This is an optimization exercise on Yosys and OpenROAD, whose aim is a short achievable clock period and few clock cycles, not a production implementation.
RTL that was checked went through simulation tests only; none was proved equivalent to the original.
For runs 1, 3 and 4, only the layout was checked, not whether the RTL still works.
Power and IR drop assume default switching activity.

==> design/flow/design.v <==
module npc(
    input  wire        clk,
    input  wire        rst,
    output wire [31:0] pc,
    input  wire [31:0] instr,
    output wire [31:0] dmem_addr,
    input  wire [31:0] dmem_rdata,
    output wire        dmem_we,
    output wire [1:0]  dmem_size,
    output wire [31:0] dmem_wdata
);
    localparam OP_LUI   = 7'b0110111;
    localparam OP_AUIPC = 7'b0010111;
    localparam OP_JAL   = 7'b1101111;
    localparam OP_JALR  = 7'b1100111;
    localparam OP_BR    = 7'b1100011;
    localparam OP_LD    = 7'b0000011;
    localparam OP_ST    = 7'b0100011;
    localparam OP_IMM   = 7'b0010011;
    localparam OP_OP    = 7'b0110011;
    localparam OP_SYS   = 7'b1110011;
    reg  [31:0] pc_f;
    reg  [7:0]  bt_v;
    reg  [26:0] bt_tag [0:7];
    reg  [31:0] bt_tgt [0:7];
    reg         v_d, pb_d;
    reg  [31:0] ins_d, pc_d;
    reg         v_x;
    reg  [31:0] pc_x, a_x, b_x, s_x, dval_x, alt_x;
    reg  [4:0]  rd_x, zimm_x;
    reg  [2:0]  f3_x;
    reg         wen_x, ld_x, st_x, br_x, jalr_x, ecall_x, csrw_x, dv_x, pred_x;
    reg         sub_x;
    reg         s_add, s_sll, s_sr, s_sra, s_slt, s_sltu, s_xor, s_or, s_and, s_dval, s_csr;
    reg         c_mstatus, c_mtvec, c_mepc, c_mcause, c_mvendorid, c_marchid;
    reg         wen_m, ld_m, we_m;
    reg  [4:0]  rd_m;
    reg  [2:0]  f3_m;
    reg  [31:0] res_m, wd_m, ad_m;
    reg  [1:0]  sz_m;
    reg         wen_w;
    reg  [4:0]  rd_w;
    reg  [31:0] res_w;
    reg  [31:0] regs [1:31];
    reg  [31:0] mstatus, mtvec, mepc, mcause;
    wire [31:0] res_x, wres_m, mtvec_fw, mepc_fw;
    wire [6:0] op_d  = ins_d[6:0];
    wire [4:0] rd_d  = ins_d[11:7];
    wire [2:0] f3_d  = ins_d[14:12];
    wire [4:0] rs1_d = ins_d[19:15];
    wire [4:0] rs2_d = ins_d[24:20];
    wire is_lui   = op_d == OP_LUI;
    wire is_auipc = op_d == OP_AUIPC;
    wire is_jal   = op_d == OP_JAL;
    wire is_jalr  = op_d == OP_JALR;
    wire is_br    = op_d == OP_BR;
    wire is_ld    = op_d == OP_LD;
    wire is_st    = op_d == OP_ST;
    wire is_imm   = op_d == OP_IMM;
    wire is_op    = op_d == OP_OP;
    wire is_sys   = op_d == OP_SYS;
    wire is_csr   = is_sys && f3_d != 3'b000;
    wire is_ecall = is_sys && f3_d == 3'b000 && ins_d[31:25] == 7'b0000000 && rs2_d == 5'b00000;
    wire is_mret  = is_sys && f3_d == 3'b000 && ins_d[31:25] == 7'b0011000 && rs2_d == 5'b00010;
    wire [31:0] imm_i = {{20{ins_d[31]}}, ins_d[31:20]};
    wire [31:0] imm_s = {{20{ins_d[31]}}, ins_d[31:25], ins_d[11:7]};
    wire [31:0] imm_b = {{19{ins_d[31]}}, ins_d[31], ins_d[7], ins_d[30:25], ins_d[11:8], 1'b0};
    wire [31:0] imm_u = {ins_d[31:12], 12'b0};
    wire [31:0] imm_j = {{11{ins_d[31]}}, ins_d[31], ins_d[19:12], ins_d[20], ins_d[30:21], 1'b0};
    wire [31:0] imm_d = is_st ? imm_s : imm_i;                  
    wire [31:0] tgt_d = pc_d + (is_jal ? imm_j : imm_b);        
    wire [31:0] pc4_d = pc_d + 32'd4;
    wire [31:0] dval_d = is_lui ? imm_u : is_auipc ? (pc_d + imm_u) : pc4_d;
    wire wen_d  = (is_lui | is_auipc | is_jal | is_jalr | is_ld | is_imm | is_op | is_csr) && rd_d != 5'd0;
    wire use1_d = is_jalr | is_br | is_ld | is_st | is_imm | is_op | (is_csr & ~f3_d[2]);
    wire use2_d = is_br | is_st | is_op;
    wire useimm_d = is_ld | is_st | is_imm | is_jalr;
    wire [31:0] rf1 = (rs1_d == 5'd0) ? 32'd0 : (wen_w && rd_w == rs1_d) ? res_w : regs[rs1_d];
    wire [31:0] rf2 = (rs2_d == 5'd0) ? 32'd0 : (wen_w && rd_w == rs2_d) ? res_w : regs[rs2_d];
    wire m1 = wen_x && rd_x == rs1_d;
    wire w1 = wen_m && rd_m == rs1_d;
    wire m2 = wen_x && rd_x == rs2_d;
    wire w2 = wen_m && rd_m == rs2_d;
    wire [31:0] op1 = m1 ? res_x : w1 ? wres_m : rf1;
    wire [31:0] op2 = m2 ? res_x : w2 ? wres_m : rf2;
    wire lduse   = ld_x && ((use1_d && m1) || (use2_d && m2));
    wire stall_d = v_d && lduse;
    wire jalr_ok = is_jalr && m1 && dv_x;       
    wire [31:0] jtgt = dval_x + imm_i;
    wire want_d  = is_jal || (is_br && ins_d[31]) || is_ecall || is_mret || jalr_ok;
    wire [31:0] dtgt_d = is_ecall ? mtvec_fw : is_mret ? mepc_fw :
                         jalr_ok ? {jtgt[31:1], 1'b0} : tgt_d;
    wire trap_ok = is_ecall ? (pc_f == mtvec && !(csrw_x && c_mtvec)) :
                              (pc_f == mepc && !ecall_x && !(csrw_x && c_mepc));
    wire dfix_d  = want_d ? (!pb_d || ((is_ecall || is_mret) && !trap_ok) || jalr_ok) : pb_d;
    wire [31:0] dnext_d = want_d ? dtgt_d : pc4_d;
    wire [2:0]  bi_f  = pc_f[4:2];
    wire        hit_f = bt_v[bi_f] && bt_tag[bi_f] == pc_f[31:5];
    wire [31:0] pc4_f = pc_f + 32'd4;
    wire [31:0] A = a_x;
    wire [31:0] B = b_x;
    wire [31:0] sum  = A + B;
    wire [31:0] diff = A - B;
    wire        eq   = A == B;
    wire        ltu  = A < B;
    wire        lts  = $signed(A) < $signed(B);
    wire [31:0] shl  = A << B[4:0];
    wire [31:0] shr  = {{32{s_sra & A[31]}}, A} >> B[4:0];
    wire [31:0] csr_old = ({32{c_mstatus}} & mstatus) | ({32{c_mtvec}} & mtvec) |
                          ({32{c_mepc}} & mepc) | ({32{c_mcause}} & mcause) |
                          ({32{c_mvendorid}} & 32'h79737978) | ({32{c_marchid}} & 32'h26964ECE);
    wire [31:0] csr_src = f3_x[2] ? {27'd0, zimm_x} : A;
    wire [31:0] csr_new = (f3_x[1:0] == 2'b01) ? csr_src :
                          (f3_x[1:0] == 2'b10) ? (csr_old | csr_src) : (csr_old & ~csr_src);
    assign mtvec_fw = (csrw_x && c_mtvec) ? csr_new : mtvec;
    assign mepc_fw  = ecall_x ? pc_x : (csrw_x && c_mepc) ? csr_new : mepc;
    assign res_x = ({32{s_add & ~sub_x}} & sum) | ({32{s_add & sub_x}} & diff) |
                   ({32{s_sll}} & shl) | ({32{s_sr}} & shr[31:0]) |
                   {31'd0, (s_slt & lts) | (s_sltu & ltu)} |
                   ({32{s_xor}} & (A ^ B)) | ({32{s_or}} & (A | B)) | ({32{s_and}} & (A & B)) |
                   ({32{s_dval}} & dval_x) | ({32{s_csr}} & csr_old);
    reg taken_x;
    always @(*) begin
        case (f3_x)
            3'b000: taken_x = eq;
            3'b001: taken_x = ~eq;
            3'b100: taken_x = lts;
            3'b101: taken_x = ~lts;
            3'b110: taken_x = ltu;
            3'b111: taken_x = ~ltu;
            default: taken_x = 1'b0;
        endcase
    end
    wire redir_x = v_x && ((br_x && (taken_x != pred_x)) || (jalr_x && !pred_x));
    wire [31:0] xtgt = jalr_x ? {sum[31:1], 1'b0} : alt_x;
    reg [31:0] ldv;
    always @(*) begin
        case (f3_m[1:0])
            2'b00:   ldv = {{24{~f3_m[2] & dmem_rdata[7]}},  dmem_rdata[7:0]};
            2'b01:   ldv = {{16{~f3_m[2] & dmem_rdata[15]}}, dmem_rdata[15:0]};
            default: ldv = dmem_rdata;
        endcase
    end
    assign wres_m = ld_m ? ldv : res_m;
    assign pc         = pc_f;
    assign dmem_addr  = ad_m;
    assign dmem_we    = we_m;
    assign dmem_size  = sz_m;
    assign dmem_wdata = wd_m;
    wire redir_d = v_d && dfix_d && !stall_d;
    wire go_d    = v_d && !stall_d && !redir_x;       
    wire bt_wr   = redir_d && !redir_x && want_d && !jalr_ok;
    always @(posedge clk or posedge rst) begin
        if (rst) begin
            pc_f    <= 32'h80000000;
            bt_v    <= 8'd0;
            v_d     <= 1'b0;
            v_x     <= 1'b0;
            wen_x   <= 1'b0;
            ld_x    <= 1'b0;
            st_x    <= 1'b0;
            br_x    <= 1'b0;
            jalr_x  <= 1'b0;
            ecall_x <= 1'b0;
            csrw_x  <= 1'b0;
            dv_x    <= 1'b0;
            wen_m   <= 1'b0;
            we_m    <= 1'b0;
            ld_m    <= 1'b0;
            wen_w   <= 1'b0;
            mstatus <= 32'h1800;
            mtvec   <= 32'd0;
            mepc    <= 32'd0;
            mcause  <= 32'd0;
        end else begin
            if (redir_x)       pc_f <= xtgt;
            else if (stall_d)  pc_f <= pc_f;
            else if (redir_d)  pc_f <= dnext_d;
            else if (hit_f)    pc_f <= bt_tgt[bi_f];
            else               pc_f <= pc4_f;
            if (bt_wr) bt_v[pc_d[4:2]] <= 1'b1;
            if (redir_x || redir_d) v_d <= 1'b0;
            else if (!stall_d)      v_d <= 1'b1;
            v_x     <= go_d;
            wen_x   <= go_d && wen_d;
            ld_x    <= go_d && is_ld;
            st_x    <= go_d && is_st;
            br_x    <= go_d && is_br;
            jalr_x  <= go_d && is_jalr;
            ecall_x <= go_d && is_ecall;
            dv_x    <= go_d && (is_lui || is_auipc || is_jal || is_jalr);
            csrw_x  <= go_d && is_csr && (f3_d[1:0] == 2'b01 || (f3_d[1] && rs1_d != 5'd0));
            wen_m <= wen_x;
            ld_m  <= ld_x;
            we_m  <= st_x && (f3_x[1:0] != 2'b11);
            wen_w <= wen_m;
            if (ecall_x) begin
                mepc   <= pc_x;
                mcause <= 32'd11;
            end else if (csrw_x) begin
                if (c_mstatus) mstatus <= csr_new;
                if (c_mtvec)   mtvec   <= csr_new;
                if (c_mepc)    mepc    <= csr_new;
                if (c_mcause)  mcause  <= csr_new;
            end
        end
    end
    always @(posedge clk) begin
        if (!stall_d) begin
            ins_d <= instr;
            pc_d  <= pc_f;
            pb_d  <= hit_f;
        end
        if (bt_wr) begin
            bt_tag[pc_d[4:2]] <= pc_d[31:5];
            bt_tgt[pc_d[4:2]] <= dtgt_d;
        end
        pc_x   <= pc_d;
        a_x    <= op1;
        b_x    <= useimm_d ? imm_d : op2;
        s_x    <= op2;
        dval_x <= dval_d;
        alt_x  <= want_d ? pc4_d : tgt_d;
        pred_x <= want_d;
        rd_x   <= rd_d;
        zimm_x <= rs1_d;
        f3_x   <= f3_d;
        sub_x  <= is_op && f3_d == 3'b000 && ins_d[30];
        s_add  <= (is_op || is_imm) && f3_d == 3'b000 || is_ld || is_st;
        s_sll  <= (is_op || is_imm) && f3_d == 3'b001;
        s_sr   <= (is_op || is_imm) && f3_d == 3'b101;
        s_sra  <= (is_op || is_imm) && f3_d == 3'b101 && ins_d[30];
        s_slt  <= (is_op || is_imm) && f3_d == 3'b010;
        s_sltu <= (is_op || is_imm) && f3_d == 3'b011;
        s_xor  <= (is_op || is_imm) && f3_d == 3'b100;
        s_or   <= (is_op || is_imm) && f3_d == 3'b110;
        s_and  <= (is_op || is_imm) && f3_d == 3'b111;
        s_dval <= is_lui || is_auipc || is_jal || is_jalr;
        s_csr  <= is_csr;
        c_mstatus   <= ins_d[31:20] == 12'h300;
        c_mtvec     <= ins_d[31:20] == 12'h305;
        c_mepc      <= ins_d[31:20] == 12'h341;
        c_mcause    <= ins_d[31:20] == 12'h342;
        c_mvendorid <= ins_d[31:20] == 12'hF11;
        c_marchid   <= ins_d[31:20] == 12'hF12;
        res_m <= res_x;
        if (ld_x || st_x) ad_m <= sum;
        rd_m  <= rd_x;
        f3_m  <= f3_x;
        sz_m  <= (f3_x[1:0] == 2'b00) ? 2'b01 : (f3_x[1:0] == 2'b01) ? 2'b10 : 2'b00;
        wd_m  <= (f3_x[1:0] == 2'b00) ? {24'd0, s_x[7:0]} :
                 (f3_x[1:0] == 2'b01) ? {16'd0, s_x[15:0]} : s_x;
        res_w <= wres_m;
        rd_w  <= rd_m;
        if (wen_w) regs[rd_w] <= res_w;
    end
endmodule
==> design/flow/flow/run.sh <==
#!/bin/bash
# Own layout flow: the standard synthesis unchanged, then the standard ORFS layout with
# a larger setup margin for repair_timing, so the resizer aims at a cycle much shorter than
# the 11 ns clock of the (unchanged) SDC. Each tool's output goes to a log file here.
set -euo pipefail
MARGIN=$(cat flow/margin.txt)
bash standard.sh synth > synth.log 2>&1
bash standard.sh SETUP_SLACK_MARGIN=$MARGIN finish > layout.log 2>&1
==> design/flow/flow/margin.txt <==
7.4
==> design/flow/standard.sh <==
#!/bin/bash
# synth_recipe.tcl (not shown) runs the flow's synth.tcl, then flattens the netlist and writes it again
# the make line also repeats each setting of config.mk as NAME=value (left out here)
make -C /OpenROAD-flow-scripts/flow DESIGN_CONFIG=/design/flow/config.mk WORK_HOME=/design/flow/orfs CLKGATE_MAP_FILE= SYNTH_SCRIPT=/design/flow/synth_recipe.tcl "${@:-finish}"
==> design/flow/config.mk <==
export PLATFORM = sky130hd
export DESIGN_NAME = npc
export DESIGN_NICKNAME = npc
export VERILOG_FILES = /design/flow/design.v
export SDC_FILE = /design/flow/constraint.sdc
export NUM_CORES = 4
export LEC_CHECK = 0
export ABC_CLOCK_PERIOD_IN_PS = 3000
export CAP_MARGIN = 20
export CORE_MARGIN = 2
export CORE_UTILIZATION = 40
export SLEW_MARGIN = 20
==> design/flow/constraint.sdc <==
create_clock -name core_clock -period 11.0 [get_ports {clk}]
set_input_delay 2.2000 -clock core_clock [delete_from_list [all_inputs] [get_ports {clk}]]
set_output_delay 2.2000 -clock core_clock [all_outputs]
set_load 0.01 [all_outputs]
==> results.toml, run 1 <==
[worst_setup_path]
critPathKind = "register to register"
arrival_ns = 4.95
critPathCaptureType = "register"
r2r_end = "bt_tgt[5][29]"
reg2reg_depth = 17
r2r-start = "a_x[27]"
worstPathMaxFanout = 12
crit_chain = "inv_1, ha_4, inv_1, a21o_1, o41a_1, o41ai_4, o32ai_2, o311a_1, a221oi_4, buf_12, nand3_4, clkinv_8, nand3_4, nor3b_4, buf_6, buf_12, buf_16"
critPathMaxStageDelay_ns = 0.48
critPathSlowestCell = "o41ai_4"
required_ns = 11.60
reg2reg_slack_ns = 6.65
critPathLaunchType = "register"
critPathLaunch = "a_x[27]"
crit_end = "bt_tgt[5][29]"

[synthesis]
ys_seq_area_share_pct = 56.3
synthArstFlopShare_pct = 8.72
synth_top_area_share_pct = 45.2
ys_ff_latch = 2087
syn_avg_cell_area_sq_um = 13.6
synth_edf_count = 1561
synth_top_family_by_area = "multiplexers"
muxShareOfSynthArea_pct = 18.8
synthAdderAreaFrac_pct = 2.29
synth_xor_area_share_pct = 2.74
syn_inst = 7616
ys.flop_type = "edfxtp_1"
synth-simple-area-share_pct = 6.76
netlist_area_sq_um = 104000
synth_compound_area_share_pct = 10.3
synthTopCellsByCount = "edfxtp_1 (1561), mux4_2 (709), nor2_1 (539)"
synth_warnings = 1
yosysTopAreaCell = "edfxtp_1"
yosys-top-cells-area = "edfxtp_1 (45%), mux4_2 (15%), dfxtp_1 (6.6%)"
yosysMostFrequentCell = "edfxtp_1"
post_synth_num_cell_types = 99

[grt]
grt-ovfl-total = 0
track_usage_pct = 31.7
grt_max_degree = 160
grt_pass1_vias = 74316
antenna_found_initial = 25
grt_pass1_wl_um = 588000

[drt]
wl_per_cell_um = 36.3
totalWireLength_um = 434000
drc_errors = 0
drtAntennaViolNets = 0
drt_iter0_drc = 11615
vias = 77601
first_pass_iters = 9
via_per_inst = 6.50

[timing]
finalClockSkew_ns = 0.122
setup_violations = 0
hold_viol_final = 0
tightestPinTransition_ns = 1.26
worst_slack_ns = 6.65
rsz0062_at_grt = "yes"
finalSetupTns_ns = 0
post-route-min-period_ns = 4.35
slew_headroom_pct = 14.0
slew_violations = 0
min_period_over_period_pct = 39.5
fmax_mhz = 230

[die]
num_io_pins = 165
dieArea_sq_um = 263000
die_w_um = 513
rows = 186
start_util_pct = 40.3
core-area_sq_um = 257000
die_h_um = 513

[clock_network]
insertion_delay_ns = 0.95
cts_root_buf = "clkbuf_16"
numCtsBuffers = 224
clkSinkCount = 2087
clk_pin_slew_ns = 0.07
clock_path_buffers = 3
htree_num_levels = 4
tritoncts = "yes"
cts-hold-fix-buffers = 0

[cells_and_area]
drive_gt1_share_pct = 33.2
syn2layout_area_growth_pct = 26.3
largest_register_ffs = 992
seq_area_sq_um = 58600
multi_input_area_sq_um = 47200
layout.cells.non_filler = 11939
nFillCells = 21119
layout.nets = 8590
largest-register = "regs"

[hold_path]
worstHoldPathType = "register to register"

[place]
dp_hpwl_um = 258000
routabilityCongestion = 1.03
port_buffers = 164
place_inst = 10802
place_ws_ns = 4.44

[power]
vdd_drop_max_uv = 179
power.share.combinational_pct = 34.1
total_power_mw = 26.6
p_per_area_nw_per_um2 = 203
pwr-share-seq_pct = 36.4
power.switching_mw = 9.35
clockPowerShare_pct = 29.6
p_sw_share_pct = 35.1
p_int_mw = 17.3
p_leak_nw = 47.2

[run_status]
status = "complete, no violations"

[run]
max-cap-violations = 0
[per-layer routing]
layer	track usage [%]	vias to the layer above	routed length, um
li1	-	31285	-
met1	40.7	39559	157000
met2	48.6	5465	195000
met3	7.74	1280	48200
met4	19.2	12	33300
met5	0	-	84
[what timing repair did]
item                                    in CTS  in global routing
pin swaps                                  178                195
cloned                                      90                 16
setup buffers                              412                174
gates resized for setup                   1436                351
endpoints found under the setup margin    1153               1041
[logic make-up (layout without fill, tap and decap cells)]
kind of cell,after synthesis,in the layout
fa+ha+maj,187,187
compound gates,1655,1657
simple gates,1559,1569
flops,2087,2087
other cells,0,20
xor+xnor,324,324
buf+inv,746,1653
mux,1058,1058
[power groups by stage]
stage | Combinational (mW) | Clock, mW | Sequential [mW]
detailed placement | 6.01 | 0 | 10.1
global route | 9.22 | 8.25 | 9.68
global placement | 5.99 | 0 | 10.1
floorplan | 3.76 | 0 | 9.60
CTS | 8.02 | 7.93 | 9.66
finish | 9.07 | 7.87 | 9.68
[worst max-delay path, delay by kind of cell, from the launching register on]
family	cells	cell delay, ns
simple gates	3	0.59
buf+inv	7	1.06
flops	1	0.42
fa+ha+maj	1	0.38
compound gates	6	1.62
[how the worst min path moves through the flow]
| stage | start | depth (start not counted) | to |
|---|---|---|---|
| 5_1_grt | s_x[6] | 0 | wd_m[6] |
| 4_1_cts | s_x[6] | 0 | wd_m[6] |
| 6_report | s_x[6] | 0 | wd_m[6] |
| 3_3_place_gp | s_x[6] | 0 | wd_m[6] |
| 2_1_floorplan | s_x[0] | 0 | wd_m[0] |
| 3_5_place_dp | s_x[6] | 0 | wd_m[6] |
[stage by stage]
stage | util, % | area [sq um] | hold slack [ns]
floorplan | - | 104000 | 0.310
finish | 50.9 | 131000 | 0.328
detailed placement | 42.6 | 110000 | 0.315
global route | 50.8 | 131000 | 0.335
CTS | 49.5 | 127000 | 0.330
global placement | 42.6 | 110000 | 0.315
[cells in the final DEF, fill, tap and decap left out, types with 97 or more instances in the layout]
cell       synthesis  final
edfxtp_1        1561   1561
mux4_2           709    709
buf_4              5    501
nand2_1          534    499
nor2_1           539    469
a21oi_1          439    366
o21ai_0          441    364
mux2i_1          311    292
dfxtp_1          344    267
clkbuf_16          0    244
xnor2_1          227    183
buf_6              6    174
inv_1            183    162
dfrtp_1          179    145
ha_1             182    131
a211oi_1         117    101
buf_12             0     97
[cell type report]
class	instances	area share [%]
Clock buffer	272	4.55
Timing Repair Buffer	1035	9.36
Sequential cell	2087	44.8
Clock inverter	152	1.33
Antenna cell	20	0.0382
Inverter	190	0.633
Multi-Input combinational cell	4795	36.0
Timing Repair inverter	4	0.0268
Tap cell	3384	3.23
==> run 2, diff against run 1 <==
--- a/design/flow/design.v
+++ b/design/flow/design.v
@@ -25,4 +25,8 @@
     reg  [31:0] bt_tgt [0:7];
+    reg         bw_v;                 
+    reg  [2:0]  bw_i;
+    reg  [26:0] bw_tag;
+    reg  [31:0] bw_tgt;
     reg         v_d, pb_d;
-    reg  [31:0] ins_d, pc_d;
+    reg  [31:0] ins_d, pc_d, pc4_d;
     reg         v_x;
@@ -70,4 +74,5 @@
     wire [31:0] imm_d = is_st ? imm_s : imm_i;                  
-    wire [31:0] tgt_d = pc_d + (is_jal ? imm_j : imm_b);        
-    wire [31:0] pc4_d = pc_d + 32'd4;
+    wire [31:0] tgtb_d = pc_d + imm_b;
+    wire [31:0] tgtj_d = pc_d + imm_j;
+    wire [31:0] tgt_d = is_jal ? tgtj_d : tgtb_d;               
     wire [31:0] dval_d = is_lui ? imm_u : is_auipc ? (pc_d + imm_u) : pc4_d;
@@ -151,3 +156,3 @@
     wire go_d    = v_d && !stall_d && !redir_x;       
-    wire bt_wr   = redir_d && !redir_x && want_d && !jalr_ok;
+    wire bt_wr   = redir_d && want_d && !jalr_ok;
     always @(posedge clk or posedge rst) begin
@@ -156,2 +161,3 @@
             bt_v    <= 8'd0;
+            bw_v    <= 1'b0;
             v_d     <= 1'b0;
@@ -180,3 +186,4 @@
             else               pc_f <= pc4_f;
-            if (bt_wr) bt_v[pc_d[4:2]] <= 1'b1;
+            bw_v <= bt_wr;
+            if (bw_v) bt_v[bw_i] <= 1'b1;
             if (redir_x || redir_d) v_d <= 1'b0;
@@ -212,6 +219,10 @@
             pb_d  <= hit_f;
+            pc4_d  <= pc4_f;
         end
-        if (bt_wr) begin
-            bt_tag[pc_d[4:2]] <= pc_d[31:5];
-            bt_tgt[pc_d[4:2]] <= dtgt_d;
+        bw_i   <= pc_d[4:2];
+        bw_tag <= pc_d[31:5];
+        bw_tgt <= dtgt_d;
+        if (bw_v) begin
+            bt_tag[bw_i] <= bw_tag;
+            bt_tgt[bw_i] <= bw_tgt;
         end
==> results.toml, run 2 <==
[drt]
drc_errors = 0
drt_iter0_drc = 9960
drtAntennaViolNets = 0
top_layer = "met5"
first_pass_iters = 8
wl_met3_um = 43200
via_per_inst = 6.39
vias = 75377
met1_length_um = 155000
wl_per_cell_um = 35.6
totalWireLength_um = 420000
wl_met2_um = 192000

[grt]
grt_pass1_wl_um = 576000
grt-ovfl-total = 0
grt_max_degree = 159
antenna_found_initial = 28
grt_pass1_vias = 72754
track_usage_pct = 30.7

[die]
die_h_um = 517
start_util_pct = 40.1
num_io_pins = 165
rows = 188
die_w_um = 517
dieArea_sq_um = 267000
core-area_sq_um = 262000

[power]
pwr-share-seq_pct = 40.0
p_int_mw = 17.4
clockPowerShare_pct = 30.1
p_sw_share_pct = 33.8
vdd_drop_max_uv = 160
p_leak_nw = 45.1
power.switching_mw = 8.89
power.share.combinational_pct = 29.9
p_per_area_nw_per_um2 = 207

[worst_setup_path]
worstPathMaxFanout = 4
critPathSlowestCell = "edfxtp_1"
critPathCaptureType = "register"
required_ns = 11.79
critPathMaxStageDelay_ns = 0.42
critPathLaunchType = "register"
crit_buf_inv = 1
crit_chain = "nand3_1, or2_4, nor2_4, mux2_4, ha_4, fa_2, a211oi_2, o21ai_2, a31oi_4, o31ai_4, buf_12, o31ai_4, nor2_4, a2111oi_4, mux2_4, o21ai_2, a221o_1, a31oi_1"
cp_top_family = "compound AO/OA/AOI/OAI gates"
critPathKind = "register to register"
arrival_ns = 5.22

[synthesis]
ys_seq_area_share_pct = 57.0
synthArstFlopShare_pct = 8.51
syn_inst = 7682
yosysTopAreaCell = "edfxtp_1"
syn_avg_cell_area_sq_um = 13.7
post_synth_num_cell_types = 96
netlist_area_sq_um = 105000
ys.flop_type = "edfxtp_1"
ys_ff_latch = 2151
synth_warnings = 1
synth_edf_count = 1591
synthTopCellsByCount = "edfxtp_1 (1591), mux4_2 (720), nand2_1 (614)"
yosysMostFrequentCell = "edfxtp_1"
synth_top_area_share_pct = 45.5
yosys-top-cells-area = "edfxtp_1 (45%), mux4_2 (15%), dfxtp_1 (7.2%)"

[timing]
slew_headroom_pct = 20.7
setup_violations = 0
post-route-min-period_ns = 4.43
fmax_mhz = 226
holdWs_ns = 0.327
slew_violations = 0
rsz0062_at_grt = "yes"
min_period_over_period_pct = 40.3
tightestPinTransition_ns = 1.19
hold_viol_final = 0
finalClockSkew_ns = 0.108
finalSetupTns_ns = 0
worst_slack_ns = 6.57

[clock_network]
cts_root_buf = "clkbuf_16"
htree_num_levels = 4
clk_pin_slew_ns = 0.06
tritoncts = "yes"
clkSinkCount = 2151
numCtsBuffers = 234
insertion_delay_ns = 0.92
clock_path_buffers = 4

[place]
routabilityCongestion = 1.00
place_ws_ns = 4.67
place_inst = 10981
port_buffers = 164
dp_hpwl_um = 267000

[cells_and_area]
layout_common_cells = "edfxtp_1 (1591), mux4_2 (720), nand2_1 (597)"
layout_commonest_cell = "edfxtp_1"
drive_gt1_share_pct = 29.5
layout.cells.non_filler = 11795
final_util_pct = 48.4
largest_register_ffs = 992
largest-register = "regs"
layout.nets = 8333
syn2layout_area_growth_pct = 20.7

[run]
max-cap-violations = 0

[run_status]
status = "complete, no violations"

[hold_path]
worstHoldPathType = "register to register"
[run 2: cell types whose count changed in the layout (fill, tap and decap cells not counted), sizes merged, moves of 46 or more]
cell	previous run	this run
a21oi	440	381
xor2	97	143
xnor2	227	155
nand2	534	614
mux2i	311	265
buf	931	634
a211oi	117	178
[run 2: power by group through the flow]
stage / combinational, mW / clock (mW) / sequential, mW
2_1_floorplan: 3.79 / 0 / 10.0
3_3_place_gp: 5.81 / 0 / 10.8
3_5_place_dp: 5.78 / 0 / 10.8
4_1_cts: 7.30 / 8.00 / 10.5
5_1_grt: 8.14 / 8.30 / 10.5
6_report: 7.86 / 7.92 / 10.5
[run 2: metrics by stage]
stage          instance area, sq um  total power [mW]
4_1_cts                      125000              25.8
6_report                     127000              26.3
2_1_floorplan                106000              13.8
5_1_grt                      127000              26.9
3_5_place_dp                 111000              16.6
3_3_place_gp                 111000              16.6
[run 2: final cells by class]
type	count	area (sq um)
Multi-Input combinational cell	4777	46100
Tap cell	3515	4400
Clock buffer	301	6430
Inverter	183	761
Timing Repair inverter	5	40.0
Fill cell	22413	135000
Antenna cell	11	27.5
Clock inverter	123	1200
Sequential cell	2151	60200
Timing Repair Buffer	729	7640
[run 2: logic make-up (layout without fill, tap and decap cells)]
group,after synthesis,after routing,share of synthesized area [%]
muxes,1025,1025,18.4
AOI/OAI and AO/OA,1645,1645,10.2
DFF,2151,2151,57.0
adders and majority gates,186,186,2.25
other,0,11,0
xor gates and xnor gates,298,298,2.48
and+or+nand+nor,1621,1623,6.92
buffers and inverters,756,1341,2.79
[run 2: worst paths after layout]
| kind | depth (start not counted) | slack (ns) | to | startpoint |
|---|---|---|---|---|
| setup / recovery | 18 | 6.57 | pc_f[21] | ins_d[1] |
| hold / removal | 0 | 0.33 | wd_m[5] | s_x[5] |
| setup reg to reg | 18 | 6.57 | pc_f[21] | ins_d[1] |
| hold reg to reg | 0 | 0.33 | wd_m[5] | s_x[5] |
| max in group asynchronous | 5 | 7.62 | pc_f[21] | rst |
| min in group asynchronous | 3 | 2.17 | br_x | rst |
[run 2: routing by layer]
metal | track usage, % | up-vias
li1 | - | 30806
met1 | 39.3 | 38856
met2 | 47.9 | 4614
met3 | 6.99 | 1093
met4 | 17.7 | 8
met5 | 0 | -
[run 2: timing repair]
action,CTS,global route
hold buffers,0,0
endpoints found under the setup margin,478,253
gates resized for setup,1197,212
pin swaps,142,131
setup buffers,250,83
gates cloned,38,7
Testbench counts of run 2, summed over its fixed seeds: cycles 636,206.
==> run 3, diff against run 2 <==
--- a/design/flow/design.v
+++ b/design/flow/design.v
@@ -1 +1,50 @@
+module pfx_gp(input wire gh, input wire ph, input wire gl, input wire pl, output wire g, output wire p);
+    assign g = gh | (ph & gl);
+    assign p = ph & pl;
+endmodule
+module pfx_g(input wire gh, input wire ph, input wire gl, output wire g);
+    assign g = gh | (ph & gl);
+endmodule
+module ks32(input wire [31:0] g, input wire [31:0] p, output wire [31:0] G);
+    wire [31:0] gl [0:5];
+    wire [31:0] pl [0:4];
+    assign gl[0] = g;
+    assign pl[0] = p;
+    genvar l, i;
+    generate
+        for (l = 0; l < 5; l = l + 1) begin : lv
+            for (i = 0; i < 32; i = i + 1) begin : bt
+                if (i >= (1 << l)) begin : c
+                    if (l < 4) begin : gp
+                        pfx_gp u(.gh(gl[l][i]), .ph(pl[l][i]), .gl(gl[l][i - (1 << l)]),
+                                 .pl(pl[l][i - (1 << l)]), .g(gl[l+1][i]), .p(pl[l+1][i]));
+                    end else begin : go
+                        pfx_g u(.gh(gl[l][i]), .ph(pl[l][i]), .gl(gl[l][i - (1 << l)]), .g(gl[l+1][i]));
+                    end
+                end else begin : k
+                    assign gl[l+1][i] = gl[l][i];
+                    if (l < 4) begin : kp
+                        assign pl[l+1][i] = pl[l][i];
+                    end
+                end
+            end
+        end
+    endgenerate
+    assign G = gl[5];
+endmodule
+module add32(input wire [31:0] a, input wire [31:0] b, output wire [31:0] s);
+    wire [31:0] p = a ^ b;
+    wire [31:0] G;
+    ks32 u(.g(a & b), .p(p), .G(G));
+    assign s = p ^ {G[30:0], 1'b0};
+endmodule
+module sub32(input wire [31:0] a, input wire [31:0] b, output wire [31:0] d,
+             output wire ltu, output wire lts);
+    wire [31:0] p = a ^ ~b;
+    wire [31:0] G;
+    ks32 u(.g({a[31:1] & ~b[31:1], a[0] | ~b[0]}), .p(p), .G(G));
+    assign d   = p ^ {G[30:0], 1'b1};
+    assign ltu = ~G[31];
+    assign lts = ~G[31] ^ a[31] ^ b[31];
+endmodule
 module npc(
@@ -31,3 +80,14 @@
     reg  [31:0] ins_d, pc_d, pc4_d;
-    reg         v_x;
+    reg  [31:0] tgtb_d, tgtj_d, aui_d, jtgt_d;
+    reg         q_jal, q_jalr, q_br, q_ecall, q_mret;
+    reg         v_xr, wen_xr, ld_xr, st_xr, br_xr, jalr_xr, ecall_xr, csrw_xr, dv_xr, kill_x;
+    wire        v_x     = v_xr     & ~kill_x;
+    wire        wen_x   = wen_xr   & ~kill_x;
+    wire        ld_x    = ld_xr    & ~kill_x;
+    wire        st_x    = st_xr    & ~kill_x;
+    wire        br_x    = br_xr    & ~kill_x;
+    wire        jalr_x  = jalr_xr  & ~kill_x;
+    wire        ecall_x = ecall_xr & ~kill_x;
+    wire        csrw_x  = csrw_xr  & ~kill_x;
+    wire        dv_x    = dv_xr    & ~kill_x;
     reg  [31:0] pc_x, a_x, b_x, s_x, dval_x, alt_x;
@@ -35,3 +95,3 @@
     reg  [2:0]  f3_x;
-    reg         wen_x, ld_x, st_x, br_x, jalr_x, ecall_x, csrw_x, dv_x, pred_x;
+    reg         pred_x;
     reg         sub_x;
@@ -48,3 +108,10 @@
     reg  [31:0] regs [1:31];
-    reg  [31:0] mstatus, mtvec, mepc, mcause;
+    reg  [31:0] mstatus_r, mtvec_r, mepc_r, mcause_r;
+    reg         mst_w, mtv_w, mep_w, mca_w;
+    wire [31:0] mstatus = mst_w ? mstatus_r : 32'h1800;
+    wire [31:0] mtvec   = mtv_w ? mtvec_r   : 32'd0;
+    wire [31:0] mepc    = mep_w ? mepc_r    : 32'd0;
+    wire [31:0] mcause  = mca_w ? mcause_r  : 32'd0;
+    reg  [31:0] pc_o;
+    wire [31:0] npc_f;
     wire [31:0] res_x, wres_m, mtvec_fw, mepc_fw;
@@ -57,5 +124,5 @@
     wire is_auipc = op_d == OP_AUIPC;
-    wire is_jal   = op_d == OP_JAL;
-    wire is_jalr  = op_d == OP_JALR;
-    wire is_br    = op_d == OP_BR;
+    wire is_jal   = q_jal;
+    wire is_jalr  = q_jalr;
+    wire is_br    = q_br;
     wire is_ld    = op_d == OP_LD;
@@ -66,4 +133,4 @@
     wire is_csr   = is_sys && f3_d != 3'b000;
-    wire is_ecall = is_sys && f3_d == 3'b000 && ins_d[31:25] == 7'b0000000 && rs2_d == 5'b00000;
-    wire is_mret  = is_sys && f3_d == 3'b000 && ins_d[31:25] == 7'b0011000 && rs2_d == 5'b00010;
+    wire is_ecall = q_ecall;
+    wire is_mret  = q_mret;
     wire [31:0] imm_i = {{20{ins_d[31]}}, ins_d[31:20]};
@@ -74,6 +141,4 @@
     wire [31:0] imm_d = is_st ? imm_s : imm_i;                  
-    wire [31:0] tgtb_d = pc_d + imm_b;
-    wire [31:0] tgtj_d = pc_d + imm_j;
     wire [31:0] tgt_d = is_jal ? tgtj_d : tgtb_d;               
-    wire [31:0] dval_d = is_lui ? imm_u : is_auipc ? (pc_d + imm_u) : pc4_d;
+    wire [31:0] dval_d = is_lui ? imm_u : is_auipc ? aui_d : pc4_d;
     wire wen_d  = (is_lui | is_auipc | is_jal | is_jalr | is_ld | is_imm | is_op | is_csr) && rd_d != 5'd0;
@@ -93,3 +158,3 @@
     wire jalr_ok = is_jalr && m1 && dv_x;       
-    wire [31:0] jtgt = dval_x + imm_i;
+    wire [31:0] jtgt = jtgt_d;
     wire want_d  = is_jal || (is_br && ins_d[31]) || is_ecall || is_mret || jalr_ok;
@@ -104,9 +169,18 @@
     wire [31:0] pc4_f = pc_f + 32'd4;
+    wire [31:0] fimm_i = {{20{instr[31]}}, instr[31:20]};
+    wire [31:0] fimm_b = {{19{instr[31]}}, instr[31], instr[7], instr[30:25], instr[11:8], 1'b0};
+    wire [31:0] fimm_j = {{11{instr[31]}}, instr[31], instr[19:12], instr[20], instr[30:21], 1'b0};
+    wire [31:0] fimm_u = {instr[31:12], 12'b0};
+    wire [31:0] tgtb_f, tgtj_f, aui_f, jtgt_f;
+    add32 u_tgtb(.a(pc_f), .b(fimm_b), .s(tgtb_f));
+    add32 u_tgtj(.a(pc_f), .b(fimm_j), .s(tgtj_f));
+    add32 u_aui(.a(pc_f), .b(fimm_u), .s(aui_f));
+    add32 u_jtgt(.a(dval_d), .b(fimm_i), .s(jtgt_f));
     wire [31:0] A = a_x;
     wire [31:0] B = b_x;
-    wire [31:0] sum  = A + B;
-    wire [31:0] diff = A - B;
+    wire [31:0] sum, diff;
+    wire        ltu, lts;
+    add32 u_sum(.a(A), .b(B), .s(sum));
+    sub32 u_sub(.a(A), .b(B), .d(diff), .ltu(ltu), .lts(lts));
     wire        eq   = A == B;
-    wire        ltu  = A < B;
-    wire        lts  = $signed(A) < $signed(B);
     wire [31:0] shl  = A << B[4:0];
@@ -149,3 +223,3 @@
     assign wres_m = ld_m ? ldv : res_m;
-    assign pc         = pc_f;
+    assign pc         = pc_o;
     assign dmem_addr  = ad_m;
@@ -155,3 +229,3 @@
     wire redir_d = v_d && dfix_d && !stall_d;
-    wire go_d    = v_d && !stall_d && !redir_x;       
+    wire go_d    = v_d && !stall_d;                   
     wire bt_wr   = redir_d && want_d && !jalr_ok;
@@ -161,28 +235,9 @@
             bt_v    <= 8'd0;
-            bw_v    <= 1'b0;
             v_d     <= 1'b0;
-            v_x     <= 1'b0;
-            wen_x   <= 1'b0;
-            ld_x    <= 1'b0;
-            st_x    <= 1'b0;
-            br_x    <= 1'b0;
-            jalr_x  <= 1'b0;
-            ecall_x <= 1'b0;
-            csrw_x  <= 1'b0;
-            dv_x    <= 1'b0;
-            wen_m   <= 1'b0;
-            we_m    <= 1'b0;
-            ld_m    <= 1'b0;
-            wen_w   <= 1'b0;
-            mstatus <= 32'h1800;
-            mtvec   <= 32'd0;
-            mepc    <= 32'd0;
-            mcause  <= 32'd0;
+            mst_w   <= 1'b0;
+            mtv_w   <= 1'b0;
+            mep_w   <= 1'b0;
+            mca_w   <= 1'b0;
         end else begin
-            if (redir_x)       pc_f <= xtgt;
-            else if (stall_d)  pc_f <= pc_f;
-            else if (redir_d)  pc_f <= dnext_d;
-            else if (hit_f)    pc_f <= bt_tgt[bi_f];
-            else               pc_f <= pc4_f;
-            bw_v <= bt_wr;
+            pc_f <= npc_f;
             if (bw_v) bt_v[bw_i] <= 1'b1;
@@ -190,11 +245,30 @@
             else if (!stall_d)      v_d <= 1'b1;
-            v_x     <= go_d;
-            wen_x   <= go_d && wen_d;
-            ld_x    <= go_d && is_ld;
-            st_x    <= go_d && is_st;
-            br_x    <= go_d && is_br;
-            jalr_x  <= go_d && is_jalr;
-            ecall_x <= go_d && is_ecall;
-            dv_x    <= go_d && (is_lui || is_auipc || is_jal || is_jalr);
-            csrw_x  <= go_d && is_csr && (f3_d[1:0] == 2'b01 || (f3_d[1] && rs1_d != 5'd0));
+            if (ecall_x) begin
+                mep_w <= 1'b1;
+                mca_w <= 1'b1;
+            end else if (csrw_x) begin
+                if (c_mstatus) mst_w <= 1'b1;
+                if (c_mtvec)   mtv_w <= 1'b1;
+                if (c_mepc)    mep_w <= 1'b1;
+                if (c_mcause)  mca_w <= 1'b1;
+            end
+        end
+    end
+    wire ecall_f = instr == 32'h00000073 && !(is_sys && ins_d[31:20] == 12'h305);
+    wire pf_f    = ecall_f || hit_f;
+    assign npc_f = redir_x ? xtgt : stall_d ? pc_f : redir_d ? dnext_d :
+                   ecall_f ? mtvec_fw : hit_f ? bt_tgt[bi_f] : pc4_f;
+    always @(posedge clk) begin
+            pc_o <= rst ? 32'h80000000 : npc_f;
+            bw_v <= bt_wr;
+            kill_x   <= redir_x;
+            v_xr     <= go_d;
+            wen_xr   <= go_d && wen_d;
+            ld_xr    <= go_d && is_ld;
+            st_xr    <= go_d && is_st;
+            br_xr    <= go_d && is_br;
+            jalr_xr  <= go_d && is_jalr;
+            ecall_xr <= go_d && is_ecall;
+            dv_xr    <= go_d && (is_lui || is_auipc || is_jal || is_jalr);
+            csrw_xr  <= go_d && is_csr && (f3_d[1:0] == 2'b01 || (f3_d[1] && rs1_d != 5'd0));
             wen_m <= wen_x;
@@ -204,11 +278,10 @@
             if (ecall_x) begin
-                mepc   <= pc_x;
-                mcause <= 32'd11;
+                mepc_r   <= pc_x;
+                mcause_r <= 32'd11;
             end else if (csrw_x) begin
-                if (c_mstatus) mstatus <= csr_new;
-                if (c_mtvec)   mtvec   <= csr_new;
-                if (c_mepc)    mepc    <= csr_new;
-                if (c_mcause)  mcause  <= csr_new;
+                if (c_mstatus) mstatus_r <= csr_new;
+                if (c_mtvec)   mtvec_r   <= csr_new;
+                if (c_mepc)    mepc_r    <= csr_new;
+                if (c_mcause)  mcause_r  <= csr_new;
             end
-        end
     end
@@ -218,4 +291,15 @@
             pc_d  <= pc_f;
-            pb_d  <= hit_f;
+            pb_d  <= pf_f;
             pc4_d  <= pc4_f;
+            tgtb_d <= tgtb_f;
+            tgtj_d <= tgtj_f;
+            aui_d  <= aui_f;
+            jtgt_d <= jtgt_f;
+            q_jal   <= instr[6:0] == OP_JAL;
+            q_jalr  <= instr[6:0] == OP_JALR;
+            q_br    <= instr[6:0] == OP_BR;
+            q_ecall <= instr[6:0] == OP_SYS && instr[14:12] == 3'b000 && instr[31:25] == 7'b0000000 &&
+                       instr[24:20] == 5'b00000;
+            q_mret  <= instr[6:0] == OP_SYS && instr[14:12] == 3'b000 && instr[31:25] == 7'b0011000 &&
+                       instr[24:20] == 5'b00010;
         end
@@ -257,3 +341,3 @@
         res_m <= res_x;
-        if (ld_x || st_x) ad_m <= sum;
+        ad_m  <= sum;
         rd_m  <= rd_x;
==> design/flow/flow/run.sh (replaced) <==
#!/bin/bash
# Own layout flow: the standard synthesis unchanged, then the standard ORFS layout with
#  - a larger setup margin for repair_timing, so the resizer aims at a cycle much shorter than
#    the 11 ns clock of the (unchanged) SDC;
#  - port buffers of a stronger cell than the default choice (every port still gets one).
# Each tool's output goes to a log file here.
set -euo pipefail
MARGIN=$(cat flow/margin.txt)
bash standard.sh synth > synth.log 2>&1
bash standard.sh SETUP_SLACK_MARGIN=$MARGIN "BUFFER_PORTS_ARGS=-buffer_cell sky130_fd_sc_hd__buf_4" finish > layout.log 2>&1
--- a/design/flow/config.mk
+++ b/design/flow/config.mk
@@ -12 +12,2 @@
 export SLEW_MARGIN = 20
+export SYNTH_HIERARCHICAL = 1
==> results.toml, run 3 <==
[timing]
setup_violations = 0
fmax_mhz = 236
finalClockSkew_ns = 0.0836
holdWs_ns = 0.326
tightestPinTransition_ns = 1.35
post-route-min-period_ns = 4.24
min_period_over_period_pct = 38.5
slew_headroom_pct = 9.42
slew_violations = 0
finalSetupTns_ns = 0
rsz0062_at_grt = "yes"
hold_viol_final = 0

[drt]
totalWireLength_um = 497000
vias = 86096
drc_errors = 0
via_per_inst = 6.33
drt_iter0_drc = 12254
first_pass_iters = 9
drtAntennaViolNets = 0
wl_per_cell_um = 36.5

[worst_setup_path]
cp.depth = 20
required_ns = 11.77
critPathMaxStageDelay_ns = 0.52
critPathLaunchType = "register"
arrival_ns = 5.01
r2r-start = "a_x[2]"
cp_top_family = "compound AO/OA/AOI/OAI gates"
crit_buf_inv = 5
critPathKind = "register to register"
crit_chain = "ha_4, and2_4, a21o_1, a21o_1, a21o_1, a21o_4, xnor3_1, mux2i_2, xnor2_1, nand2_1, nand4_1, and3_4, buf_12, clkinvlp_4, buf_8, buf_6, buf_4, nor2_4, nor2_4, a211oi_2"
r2r_end = "pc_o[29]"
worstPathMaxFanout = 11
critPathCaptureType = "register"
crit_top_cell = "a21o_1"
reg2reg_depth = 20
critPathSlowestCell = "dfxtp_4"
reg2reg_slack_ns = 6.76

[grt]
grt_pass1_vias = 83458
antenna_found_initial = 40
track_usage_pct = 31.9
grt_max_degree = 85
grt_pass1_wl_um = 676000
grt-ovfl-total = 0

[hold_path]
worstHoldPathType = "register to register"
worstHoldStart = "pc_d[3]"
worst_hold_path.endpoint = "pc_x[3]"
whs_path_depth = 0

[clock_network]
tritoncts = "yes"
htree_num_levels = 5
numCtsBuffers = 264
clock_path_buffers = 4
clk_pin_slew_ns = 0.06
cts_root_buf = "clkbuf_16"
cts-hold-fix-buffers = 0
insertion_delay_ns = 0.92
clkSinkCount = 2320

[synthesis]
syn_avg_cell_area_sq_um = 13.1
netlist_area_sq_um = 119000
syn_inst = 9096
synth_warnings = 8

[die]
dieArea_sq_um = 303000
rows = 200
die_h_um = 551
start_util_pct = 40.2
die_w_um = 551
core-area_sq_um = 297000
num_io_pins = 165

[power]
p_leak_nw = 55.0
p_per_area_nw_per_um2 = 219
vdd_drop_max_uv = 154

[cells_and_area]
syn2layout_area_growth_pct = 20.0
layout_common_cells = "edfxtp_1 (1787), a21o_1 (768), mux4_2 (698)"
largest-register = "regs"
layout_commonest_cell = "edfxtp_1"
nFillCells = 25607
layout.cells.non_filler = 13603
layout.nets = 9765
largest_register_ffs = 992
drive_gt1_share_pct = 28.1

[run]
max-cap-violations = 0

[place]
dp_hpwl_um = 328000
port_buffers = 164
routabilityCongestion = 1.02
place_inst = 12821

[run_status]
status = "complete, no violations"
==> run 3: where the power goes <==
part	leakage [nW]	internal [mW]	switching (mW)
clock	4.25	5.22	3.74
sequential	21.3	10.7	1.11
combinational	29.5	4.24	6.38
total	55.0	20.2	11.2
==> run 3: layout make-up <==
type,count,area [sq um],share of cell area [%]
inverter,242,957,0.668
tap,3939,4930,3.44
multi-input combinational,5902,56100,39.1
sequential,2320,64900,45.3
timing repair inverter,1,8.76,0.00611
timing repair buffer,707,7760,5.41
clock buffer,359,7480,5.22
clock inverter,117,1200,0.835
antenna,16,40.0,0.0279
==> run 3: what timing repair did <==
action	CTS	global route
gates cloned	29	10
setup endpoints to repair	467	248
pin swaps	53	79
gates resized for setup	678	257
setup buffers	157	93
==> run 3: metal layers <==
metal	vias to the layer above	track usage, %	routed length (um)
met3	1192	7.32	49700
met5	-	0	160
met1	44072	41.3	189000
met2	5225	49.9	226000
li1	35583	-	-
met4	24	17.0	31700
==> run 3: how the worst max path moves through the flow <==
stage / startpoint / to / slack [ns]
floorplan: instr[8] / pc_o[1] / 7.14
global placement: b_x[3] / pc_o[4] / 5.32
detailed placement: b_x[3] / pc_o[4] / 5.31
CTS: b_x[3] / pc_o[4] / 6.84
global route: b_x[3] / pc_o[10] / 6.72
finish: a_x[2] / pc_o[29] / 6.76
==> run 3: stage by stage <==
stage               power [mW]  utilization [%]  setup slack [ns]  area, sq um
CTS                       30.9             47.5              6.84       141000
detailed placement        21.2             42.8              5.31       127000
floorplan                 17.1                -              7.14       122000
global route              32.2             48.3              6.72       143000
finish                    31.4             48.3              6.76       143000
global placement          21.2             42.8              5.32       127000
==> run 4, diff against run 3 <==
--- a/design/flow/design.v
+++ b/design/flow/design.v
@@ -41,3 +41,3 @@
 module sub32(input wire [31:0] a, input wire [31:0] b, output wire [31:0] d,
-             output wire ltu, output wire lts);
+             output wire ltu, output wire lts, output wire co);
     wire [31:0] p = a ^ ~b;
@@ -48,2 +48,3 @@
     assign lts = ~G[31] ^ a[31] ^ b[31];
+    assign co  = G[31];
 endmodule
@@ -96,2 +97,3 @@
     reg         pred_x;
+    reg         bq_eq, bq_lt, bq_lu, bq_nv, bk_x;
     reg         sub_x;
@@ -181,5 +183,5 @@
     wire [31:0] sum, diff;
-    wire        ltu, lts;
+    wire        ltu, lts, sub_co;
     add32 u_sum(.a(A), .b(B), .s(sum));
-    sub32 u_sub(.a(A), .b(B), .d(diff), .ltu(ltu), .lts(lts));
+    sub32 u_sub(.a(A), .b(B), .d(diff), .ltu(ltu), .lts(lts), .co(sub_co));
     wire        eq   = A == B;
@@ -212,3 +214,5 @@
     end
-    wire redir_x = v_x && ((br_x && (taken_x != pred_x)) || (jalr_x && !pred_x));
+    wire bmis_x  = (bq_eq && (eq ^ bk_x)) || (bq_lt && (sub_co ^ ~(A[31] ^ B[31] ^ bk_x))) ||
+                   (bq_lu && (sub_co ^ ~bk_x)) || (bq_nv && pred_x);
+    wire redir_x = v_x && (bmis_x || (jalr_x && !pred_x));
     wire [31:0] xtgt = jalr_x ? {sum[31:1], 1'b0} : alt_x;
@@ -256,6 +260,9 @@
     end
-    wire ecall_f = instr == 32'h00000073 && !(is_sys && ins_d[31:20] == 12'h305);
-    wire pf_f    = ecall_f || hit_f;
+    wire ecall_f = instr[6:0] == OP_SYS && instr[14:12] == 3'b000 && !instr[20] && !instr[21] &&
+                   !instr[28] && !(is_sys && ins_d[31:20] == 12'h305);
+    wire jal_f   = instr[6:0] == OP_JAL;
+    wire bwd_f   = instr[6:0] == OP_BR && instr[31];
+    wire pf_f    = ecall_f || jal_f || bwd_f || hit_f;
     assign npc_f = redir_x ? xtgt : stall_d ? pc_f : redir_d ? dnext_d :
-                   ecall_f ? mtvec_fw : hit_f ? bt_tgt[bi_f] : pc4_f;
+                   ecall_f ? mtvec_fw : jal_f ? tgtj_f : bwd_f ? tgtb_f : hit_f ? bt_tgt[bi_f] : pc4_f;
     always @(posedge clk) begin
@@ -319,2 +326,7 @@
         pred_x <= want_d;
+        bq_eq  <= is_br && f3_d[2:1] == 2'b00;
+        bq_lt  <= is_br && f3_d[2:1] == 2'b10;
+        bq_lu  <= is_br && f3_d[2:1] == 2'b11;
+        bq_nv  <= is_br && f3_d[2:1] == 2'b01;
+        bk_x   <= f3_d[0] ^ want_d;
         rd_x   <= rd_d;
==> results.toml, run 4 <==
[timing]
slew_violations = 0
finalClockSkew_ns = 0.0844
holdWs_ns = 0.321
hold_viol_final = 0
slew_headroom_pct = 8.93
finalSetupTns_ns = 0
setup_violations = 0
post-route-min-period_ns = 4.29
tightestPinTransition_ns = 1.35
min_period_over_period_pct = 39.0
rsz0062_at_grt = "yes"
fmax_mhz = 233

[die]
core-area_sq_um = 299000
die_h_um = 552
num_io_pins = 165
die_w_um = 552
start_util_pct = 40.1
rows = 201
dieArea_sq_um = 305000

[cells_and_area]
drive_gt1_share_pct = 28.5
layout_common_cells = "edfxtp_1 (1787), a21o_1 (768), mux4_2 (694)"
nFillCells = 25866
layout_commonest_cell = "edfxtp_1"
syn2layout_area_growth_pct = 20.7
largest_register_ffs = 992
seq_area_sq_um = 65000
largest-register = "regs"
layout.nets = 9865
multi_input_area_sq_um = 56900

[worst_setup_path]
required_ns = 11.78
critPathLaunchType = "register"
critPathKind = "register to register"
crit_end = "pc_o[30]"
r2r-start = "b_x[3]"
reg2reg_depth = 25
crit_top_cell = "a21o_1"
critPathMaxStageDelay_ns = 0.35
critPathSlowestCell = "dfxtp_4"
cp.depth = 25
worstPathMaxFanout = 8
cp_top_family = "compound AO/OA/AOI/OAI gates"
r2r_end = "pc_o[30]"
critPathLaunch = "b_x[3]"
reg2reg_slack_ns = 6.71
arrival_ns = 5.07
crit_buf_inv = 10
critPathCaptureType = "register"

[clock_network]
tritoncts = "yes"
cts-hold-fix-buffers = 0
insertion_delay_ns = 0.92
numCtsBuffers = 266
clkSinkCount = 2324
htree_num_levels = 5
clk_pin_slew_ns = 0.06
clock_path_buffers = 4
cts_root_buf = "clkbuf_16"

[place]
port_buffers = 164
routabilityCongestion = 1.04
dp_hpwl_um = 344000

[grt]
antenna_found_initial = 41
grt_max_degree = 146
grt-ovfl-total = 0
grt_pass1_vias = 85724
grt_pass1_wl_um = 698000
track_usage_pct = 32.9

[power]
power.switching_mw = 12.3
pwr-share-seq_pct = 36.4
p_sw_share_pct = 37.1
clockPowerShare_pct = 27.9
p_per_area_nw_per_um2 = 229
vdd_drop_max_uv = 149
p_int_mw = 20.9
power.share.combinational_pct = 35.7
p_leak_nw = 56.0

[synthesis]
syn_avg_cell_area_sq_um = 13.1
synth_warnings = 8
syn_inst = 9135
netlist_area_sq_um = 120000

[hold_path]
worstHoldStart = "s_x[5]"
worstHoldPathType = "register to register"

[drt]
wl_met3_um = 55600
wl_per_cell_um = 37.5
met1_length_um = 191000
drtAntennaViolNets = 0
wl_met2_um = 228000
drc_errors = 0
vias = 88849
totalWireLength_um = 516000
via_per_inst = 6.47
first_pass_iters = 9
drt_iter0_drc = 13143
top_layer = "met5"

[run_status]
status = "complete, no violations"

[run]
max-cap-violations = 0
## run 4: how the worst min path moves through the flow
stage / cells after the start / endpoint / slack, ns
after floorplan: 0 / wd_m[0] / 0.31
after global placement: 0 / wd_m[3] / 0.31
after detailed placement: 0 / wd_m[1] / 0.32
after CTS: 0 / wd_m[5] / 0.32
after global routing: 0 / wd_m[5] / 0.32
final: 0 / wd_m[5] / 0.32
## run 4: layer usage
metal | vias up | track usage [%]
li1 | 36057 | -
met2 | 6051 | 50.1
met1 | 45233 | 42.0
met5 | - | 0
met4 | 22 | 21.0
met3 | 1486 | 8.30
## run 4: power by group through the flow
| stage | Sequential (mW) | Combinational, mW | Clock (mW) |
|---|---|---|---|
| after floorplan | 11.6 | 6.09 | 0 |
| after global placement | 12.2 | 10.1 | 0 |
| after detailed placement | 12.3 | 10.0 | 0 |
| after CTS | 12.0 | 11.1 | 9.31 |
| after global routing | 12.1 | 12.1 | 9.65 |
| final | 12.1 | 11.9 | 9.25 |
## run 4: area by class of cell
class / count / share of cell area [%]
Antenna cell: 24 / 0.0414
Clock buffer: 349 / 5.08
Clock inverter: 136 / 1.16
Inverter: 225 / 0.603
Multi-Input combinational cell: 5945 / 39.3
Sequential cell: 2324 / 44.9
Tap cell: 3958 / 3.42
Timing Repair Buffer: 775 / 5.55
Timing Repair inverter: 1 / 0.00604
## run 4: timing repair
item                       4_1_cts  5_1_grt
setup endpoints to repair      578      183
pin swaps                       77       99
gates resized for setup        755      251
buffers inserted               215      103
cloned                          34        9
## run 4: metrics by stage
| step | setup slack (ns) | total power [mW] | utilization [%] | area (sq um) | instances |
|---|---|---|---|---|---|
| after floorplan | 6.62 | 17.6 | - | 122000 | 9148 |
| after global placement | 4.81 | 22.3 | 42.6 | 128000 | 12865 |
| after detailed placement | 4.86 | 22.3 | 42.7 | 128000 | 12866 |
| after CTS | 6.79 | 32.4 | 47.7 | 143000 | 13600 |
| after global routing | 6.58 | 33.9 | 48.4 | 145000 | 13717 |
| final | 6.71 | 33.2 | 48.4 | 145000 | 13737 |
==> run 5, diff against run 4 <==
--- a/design/flow/design.v
+++ b/design/flow/design.v
@@ -50,2 +50,9 @@
 endmodule
+module redir_unit(input wire v, input wire bq_eq, input wire bq_lt, input wire bq_lu, input wire bq_nv,
+                  input wire bk, input wire pred, input wire jalr, input wire eq, input wire co,
+                  input wire a31, input wire b31, output wire redir);
+    wire bmis = (bq_eq && (eq ^ bk)) || (bq_lt && (co ^ ~(a31 ^ b31 ^ bk))) ||
+                (bq_lu && (co ^ ~bk)) || (bq_nv && pred);
+    assign redir = v && (bmis || (jalr && !pred));
+endmodule
 module npc(
@@ -214,5 +221,9 @@
     end
-    wire bmis_x  = (bq_eq && (eq ^ bk_x)) || (bq_lt && (sub_co ^ ~(A[31] ^ B[31] ^ bk_x))) ||
-                   (bq_lu && (sub_co ^ ~bk_x)) || (bq_nv && pred_x);
-    wire redir_x = v_x && (bmis_x || (jalr_x && !pred_x));
+    wire redir_x, redir_o;
+    redir_unit u_redir(.v(v_x), .bq_eq(bq_eq), .bq_lt(bq_lt), .bq_lu(bq_lu), .bq_nv(bq_nv), .bk(bk_x),
+                       .pred(pred_x), .jalr(jalr_x), .eq(eq), .co(sub_co), .a31(A[31]), .b31(B[31]),
+                       .redir(redir_x));
+    redir_unit u_redir_o(.v(v_x), .bq_eq(bq_eq), .bq_lt(bq_lt), .bq_lu(bq_lu), .bq_nv(bq_nv), .bk(bk_x),
+                         .pred(pred_x), .jalr(jalr_x), .eq(eq), .co(sub_co), .a31(A[31]), .b31(B[31]),
+                         .redir(redir_o));
     wire [31:0] xtgt = jalr_x ? {sum[31:1], 1'b0} : alt_x;
@@ -265,6 +276,7 @@
     wire pf_f    = ecall_f || jal_f || bwd_f || hit_f;
-    assign npc_f = redir_x ? xtgt : stall_d ? pc_f : redir_d ? dnext_d :
+    wire [31:0] npc_nx = stall_d ? pc_f : redir_d ? dnext_d :
                    ecall_f ? mtvec_fw : jal_f ? tgtj_f : bwd_f ? tgtb_f : hit_f ? bt_tgt[bi_f] : pc4_f;
+    assign npc_f = redir_x ? xtgt : npc_nx;
     always @(posedge clk) begin
-            pc_o <= rst ? 32'h80000000 : npc_f;
+            pc_o <= rst ? 32'h80000000 : redir_o ? xtgt : npc_nx;
             bw_v <= bt_wr;
==> results.toml, run 5 <==
[drt]
vias = 87578
drt_iter0_drc = 12606
wl_per_cell_um = 36.7
drtAntennaViolNets = 0
via_per_inst = 6.40
drc_errors = 0
totalWireLength_um = 502000
first_pass_iters = 9

[die]
die_h_um = 551
dieArea_sq_um = 303000
start_util_pct = 40.2
num_io_pins = 165
core-area_sq_um = 297000
rows = 200
die_w_um = 551

[worst_setup_path]
worstPathMaxFanout = 4
required_ns = 11.81
crit_buf_inv = 2
cp.depth = 11
reg2reg_depth = 11
critPathSlowestCell = "a222oi_1"
critPathCaptureType = "register"
arrival_ns = 4.98
cp_top_family = "compound AO/OA/AOI/OAI gates"
crit_chain = "buf_16, ha_4, buf_4, and2_4, a21o_1, a21o_4, xor2_4, a222oi_1, nand3_1, o221ai_2, mux2i_1"
critPathMaxStageDelay_ns = 0.99
critPathLaunchType = "input pin"
critPathKind = "input pin to register"

[cells_and_area]
layout_common_cells = "edfxtp_1 (1787), a21o_1 (748), mux4_2 (708)"
drive_gt1_share_pct = 30.4
layout_commonest_cell = "edfxtp_1"
final_util_pct = 48.9
layout.nets = 9833
largest_register_ffs = 992
syn2layout_area_growth_pct = 21.5
largest-register = "regs"

[power]
p_leak_nw = 55.7
vdd_drop_max_uv = 160
total_power_mw = 33.0
p_per_area_nw_per_um2 = 227

[place]
routabilityCongestion = 1.05
dp_hpwl_um = 334000
port_buffers = 164
place_ws_ns = 5.00

[grt]
grt-ovfl-total = 0
grt_pass1_vias = 83891
grt_max_degree = 113
grt_pass1_wl_um = 681000
track_usage_pct = 32.2
antenna_found_initial = 46

[timing]
worst_slack_ns = 6.83
fmax_mhz = 240
tightestPinTransition_ns = 1.26
post-route-min-period_ns = 4.17
setup_violations = 0
slew_headroom_pct = 13.9
rsz0062_at_grt = "yes"
slew_violations = 0
finalSetupTns_ns = 0
finalClockSkew_ns = 0.0958
holdWs_ns = 0.277
min_period_over_period_pct = 37.9
hold_viol_final = 0

[hold_path]
worstHoldPathType = "register to register"
whs_path_depth = 0

[synthesis]
syn_avg_cell_area_sq_um = 13.2
synth_warnings = 8
syn_inst = 9074
netlist_area_sq_um = 120000

[clock_network]
clkSinkCount = 2324
insertion_delay_ns = 0.94
numCtsBuffers = 245
cts-hold-fix-buffers = 0
clock_path_buffers = 4
clk_pin_slew_ns = 0.07
htree_num_levels = 4
tritoncts = "yes"
cts_root_buf = "clkbuf_16"

[run_status]
status = "complete, no violations"

[run]
max-cap-violations = 0
[run 5: cell types whose count changed in the layout (fill, tap and decap cells not counted), sizes merged, moves of 12 or more]
cell and change:
buf +50, o221ai +13, a211o +16, a22oi -21
nor2 +35, mux2 -20, nand3 +25, mux2i +22
xnor2 +12, and2 -20, o21ai -54, nand2 +48
clkbuf -35, a211oi -47
[run 5: layout make-up]
| type | instances | area, sq um |
|---|---|---|
| timing repair buffer | 826 | 9040 |
| multi-input combinational | 5876 | 57300 |
| clock buffer | 313 | 6690 |
| tap | 3939 | 4930 |
| sequential | 2324 | 65000 |
| fill | 25623 | 152000 |
| antenna | 23 | 57.6 |
| clock inverter | 142 | 1360 |
| inverter | 233 | 931 |
[run 5: final timing paths]
| check | from | to | slack (ns) |
|---|---|---|---|
| worst max-delay path | instr[23] | pc_f[5] | 6.83 |
| worst max register to register | pc_f[29] | pc_f[29] | 6.99 |
| min in group asynchronous | rst | pc_f[18] | 1.46 |
| worst min-delay path | pc_d[13] | pc_x[13] | 0.28 |
| max in group asynchronous | rst | pc_f[3] | 8.14 |
| worst min register to register | pc_d[13] | pc_x[13] | 0.28 |
[run 5: power breakdown]
part | internal (mW) | switching, mW | leakage, nW
Sequential | 10.9 | 1.26 | 21.3
Combinational | 5.06 | 7.45 | 30.4
Clock | 4.77 | 3.65 | 3.96
Total | 20.7 | 12.4 | 55.7
[run 5: through the flow]
step           std cells  cell area, sq um
6_report           13676            145000
5_1_grt            13654            145000
4_1_cts            13524            143000
3_5_place_dp       12784            127000
3_3_place_gp       12784            127000
2_1_floorplan       9087            121000
[run 5: layer usage]
| metal | track usage [%] | vias to the layer above | routed length, um |
|---|---|---|---|
| li1 | - | 35759 | - |
| met1 | 42.3 | 44910 | 192000 |
| met2 | 48.8 | 5593 | 222000 |
| met3 | 8.38 | 1302 | 56000 |
| met4 | 17.3 | 14 | 32800 |
| met5 | 0 | - | 127 |
[run 5: timing repair]
item | CTS | global route
resized for setup | 991 | 265
gates cloned | 27 | 10
buffers inserted | 258 | 119
pin swaps | 142 | 182
setup endpoints to repair | 464 | 223
[run 5: worst register-to-register path, stage by stage, from the launching register on]
cell and delay (ns):
dfrtp_1 0.68, clkinvlp_4 0.54, a32oi_1 0.65, nor4_2 0.15
nand4_1 0.30, o221ai_4 0.21, buf_4 0.19, o21ai_2 0.11
buf_6 0.40, nor2_4 0.18, a221o_1 0.38, mux2i_1 0.14
Testbench counts of run 5, summed over its fixed seeds: cycles 610,580.

## afterwards: timing with drivers on the ports
Ports are ideal in the flow. The routed layouts listed here were re-timed in OpenROAD.
Step 1 sets driving cells, clkbuf_16 on the clock port and buf_2 on the other inputs (assumed; they add their load-dependent delay and slew).
Step 2 times the ports against the registers' clock, not the clock port: input delays grow and output delays shrink by t, the midpoint of the rising clock arrivals with the driver on.
a / b / c = no drivers / after step 1 / after step 2; a / b = the first two.
run	t, ns	setup slack, ns	worst slew at a driven data input, ns
run 1	0.979	6.653 / 6.653 / 6.123	0.14
run 2	0.972	6.572 / 6.572 / 6.464	0.23
run 3	0.977	6.760 / 6.760 / 6.233	0.11
run 4	0.975	6.713 / 6.673 / 5.698	0.20
run 5	0.990	6.834 / 6.660 / 5.671	0.47
After both steps every run listed still meets setup and hold. For run 5, which loses most, drivers alone change the setup slack by -0.174 ns; drivers and shift together by -1.163 ns.
